This is an optimization exercise on Yosys and OpenROAD, whose aim is small area, a short achievable clock period and few clock cycles per item, not a production implementation. In this exercise RTL edits were held to simulation tests only and were not proved equivalent to the original. Power figures rest on the tool's default switching activity, not on a simulated workload.

// booth_multiplier
module booth_multiplier #(
  parameter MUL_WIDTH = 32
) (
  input                        clk,
  input                        rst_n,
  input                        start,
  input                        sign,
  input      [  MUL_WIDTH-1:0] data_in1,
  input      [  MUL_WIDTH-1:0] data_in2,
  output     [2*MUL_WIDTH-1:0] data_out,
  output reg                   ready
);
Size in the first run: roughly 180 flip-flops, about 21000 um2 of cells after synthesis.
clock: 5.0 ns
lec_check: 0
cap_margin: 20
core_margin: 2
core_utilization: 55
gpl_routability_driven: 0
setup_slack_margin: 0.6
slew_margin: 20
standard.sh (not shown) runs the stock make flow with config.mk's settings and CLKGATE_MAP_FILE= SYNTH_SCRIPT=/design/flow/synth_recipe.tcl, a recipe that flattens the netlist after the stock synthesis.
==> flow/flow/run.sh <==
#!/bin/bash
# Own layout flow: the standard layout (standard.sh) with two changes.
#  1. Synthesis: Yosys's synth is also given -noabc, which drops the generic
#     "abc -fast" pass that runs before ORFS's full-adder extraction, so
#     extract_fa sees the design's full adders as written and maps them
#     without polarity inverters around the adder cells.  fsm and share are
#     still skipped, the design is flattened and renamed the same way, and ABC
#     still maps the remaining logic after adder extraction.
#  2. Port buffers: every input and output port still gets a buffer, but a
#     plain sky130_fd_sc_hd__buf_2 instead of the slow clkdlybuf4s50_1 that
#     buffer_ports picks by default.
# Each tool's output goes to flow.log here and to ORFS's own logs under orfs/logs.
set -euo pipefail
sed 's/yosys synth -nofsm -noshare /yosys synth -nofsm -noshare -noabc /' synth_recipe.tcl > own_synth.tcl
grep -q -- '-noabc' own_synth.tcl
sed -e 's#synth_recipe\.tcl#own_synth.tcl#g' \
    -e "s#CLKGATE_MAP_FILE= #CLKGATE_MAP_FILE= 'BUFFER_PORTS_ARGS=-buffer_cell sky130_fd_sc_hd__buf_2' #" \
    standard.sh > own_standard.sh
grep -q 'own_synth\.tcl' own_standard.sh
grep -q 'BUFFER_PORTS_ARGS' own_standard.sh
bash own_standard.sh > flow.log 2>&1
The first run finished with timing, DRC and antenna clean.
Testbench counts at the start, summed over its fixed seeds: cycles 6,408, items 3,200.
Change:
--- a/flow/config.mk
+++ b/flow/config.mk
@@ -9,5 +9,4 @@
 export CORE_MARGIN = 2
-export CORE_UTILIZATION = 55
-export GPL_ROUTABILITY_DRIVEN = 0
-export SETUP_SLACK_MARGIN = 0.6
+export CORE_UTILIZATION = 40
+export SETUP_SLACK_MARGIN = 0.9
 export SLEW_MARGIN = 20
Result: Cell count rises by about 10%; routed wire length rises by 12%; setup slack loses 70 ps; clock skew hardly moves; maximum frequency falls by about 1.6%; die area rises by 37%; cell area rises by about 12%; total power rises by 10%; via count rises by about 5%; non-clock buffer count rises by 80.
Change:
--- a/flow/config.mk
+++ b/flow/config.mk
@@ -9,4 +9,4 @@
 export CORE_MARGIN = 2
-export CORE_UTILIZATION = 40
-export SETUP_SLACK_MARGIN = 0.9
+export CORE_UTILIZATION = 70
+export SETUP_SLACK_MARGIN = 0.6
 export SLEW_MARGIN = 20
Die area decreases by 42%.
Setup slack is about the same.
Clock skew went up by 8.3 ps.
Via count barely changes.
Synthesized cell count is unchanged.
Change:
--- a/flow/config.mk
+++ b/flow/config.mk
@@ -9,3 +9,4 @@
 export CORE_MARGIN = 2
-export CORE_UTILIZATION = 70
+export CORE_UTILIZATION = 55
+export PLACE_DENSITY = 0.7
 export SETUP_SLACK_MARGIN = 0.6
After rerunning:
- die area went up by a quarter to a third
- worst setup slack improves by 70 ps
- final cell count grows by a few percent
- routed wire length is about the same
- critical path depth rises by 2

* * *

job 8767:
booth_multiplier again, from the RTL that the note above started with.
Settings: LEC_CHECK=0, CAP_MARGIN=20, CORE_MARGIN=2, CORE_UTILIZATION=55, SETUP_SLACK_MARGIN=0.7, SLEW_MARGIN=20; clock period 5.0 ns.
Scripts as last shown in full above: flow/flow/run.sh
Every stage of the flow completed for job 8767, and the final layout passed the timing, DRC and antenna checks.
Testbench counts of job 8767, summed over its fixed seeds: cycles 6,408, items 3,200.
diff inputs: job 8767 => job 8282
Settings: SETUP_SLACK_MARGIN changed from 0.7 to 0.6.
--- a/flow/flow/run.sh
+++ b/flow/flow/run.sh
@@ -9,3 +9,3 @@
 #  2. Port buffers: every input and output port still gets a buffer, but a
-#     plain sky130_fd_sc_hd__buf_2 instead of the slow clkdlybuf4s50_1 that
+#     plain sky130_fd_sc_hd__buf_1 instead of the slow clkdlybuf4s50_1 that
 #     buffer_ports picks by default.
@@ -16,3 +16,3 @@
 sed -e 's#synth_recipe\.tcl#own_synth.tcl#g' \
-    -e "s#CLKGATE_MAP_FILE= #CLKGATE_MAP_FILE= 'BUFFER_PORTS_ARGS=-buffer_cell sky130_fd_sc_hd__buf_2' #" \
+    -e "s#CLKGATE_MAP_FILE= #CLKGATE_MAP_FILE= 'BUFFER_PORTS_ARGS=-buffer_cell sky130_fd_sc_hd__buf_1' #" \
     standard.sh > own_standard.sh
### Flow results
- Timing, DRC, antenna: 0 failures across job 8282 and job 8767
- The leakage dissipation of job 8282 is lower than that of job 8767.
- Length of routed wiring on met1 in job 8282 vs job 8767: up about 0.5%
- Re area occupied by multi-input gates: job 8282 is 1.0% down on job 8767.
- Looking at endpoint of the most critical setup path, the data_out[56] result is from job 8767; the r1[21]$_DFFE_PP_ one comes from job 8282.
- The total routed wirelength of job 8767 and that of job 8282 are within noise of each other.
### job 8282 -> job 3942
Settings: SLEW_MARGIN now 5, was 20; CAP_MARGIN now 5, was 20.
--- a/flow/flow/run.sh
+++ b/flow/flow/run.sh
@@ -9,3 +9,3 @@
 #  2. Port buffers: every input and output port still gets a buffer, but a
-#     plain sky130_fd_sc_hd__buf_1 instead of the slow clkdlybuf4s50_1 that
+#     plain sky130_fd_sc_hd__buf_2 instead of the slow clkdlybuf4s50_1 that
 #     buffer_ports picks by default.
@@ -16,3 +16,3 @@
 sed -e 's#synth_recipe\.tcl#own_synth.tcl#g' \
-    -e "s#CLKGATE_MAP_FILE= #CLKGATE_MAP_FILE= 'BUFFER_PORTS_ARGS=-buffer_cell sky130_fd_sc_hd__buf_1' #" \
+    -e "s#CLKGATE_MAP_FILE= #CLKGATE_MAP_FILE= 'BUFFER_PORTS_ARGS=-buffer_cell sky130_fd_sc_hd__buf_2' #" \
     standard.sh > own_standard.sh
==> summary.txt <==
- Delta (job 3942 minus job 8282): final period demand of the worst path went down; switching power of the nets went down; maximum fanout along the worst path went down; post-synthesis share of cell area spent on full adders, half adders and majority gates did not really move; number of non-clock buffers went down.
- Status | job 3942 and job 8282 | clean
- Job 3942 vs. job 8282: clock tree skew after final layout climbed 0.0055 ns; register share of the cell area now larger; sequential cell count barely changed; count of clock-buffer cells in the layout saw an increase; cell area lower.
- Re overall global routing resource usage: job 3942 is 0.29 points down on job 8282.

static timing again, ports no longer ideal:
Ports are ideal in the flow. The routed layouts listed here were re-timed in OpenROAD.
Step 1, drivers: a clkbuf_16 drives clk and a buf_2 each remaining input, both assumed.
Step 2 moves the port delays by t, midway between the first and last clock arrival at a register: inputs arrive t later, outputs are due t later. That takes back most of the time a late clock gives input paths.
Three values: ideal ports, drivers, drivers and shift; two values: the first two.
| run | shift t [ns] | setup WS [ns] | worst register clock-pin slew, ns | worst slew at a driven data input, ns | cell pins on the clock port's net |
|---|---|---|---|---|---|
| the first run of note 1 | 0.526 | 0.633 / 0.577 / 0.149 | 0.09 / 0.09 | 0.04 | 1 |
| the second run of note 1 | 0.560 | 0.563 / 0.505 / 0.121 | 0.08 / 0.08 | 0.09 | 1 |
| the third run of note 1 | 0.507 | 0.561 / 0.561 / 0.099 | 0.09 / 0.09 | 0.03 | 1 |
| the fourth run of note 1 | 0.516 | 0.632 / 0.622 / 0.153 | 0.09 / 0.09 | 0.05 | 1 |
| job 8767 | 0.530 | 0.672 / 0.614 / 0.232 | 0.08 / 0.08 | 0.04 | 1 |
| job 8282 | 0.526 | 0.644 / 0.603 / 0.148 | 0.09 / 0.09 | 0.04 | 1 |
| job 3942 | 0.520 | 0.676 / 0.619 / 0.193 | 0.09 / 0.09 | 0.04 | 1 |
After both steps every run listed still meets setup and hold. For job 8282, which loses most, drivers alone change the setup slack by -0.041 ns; drivers and shift together by -0.496 ns.
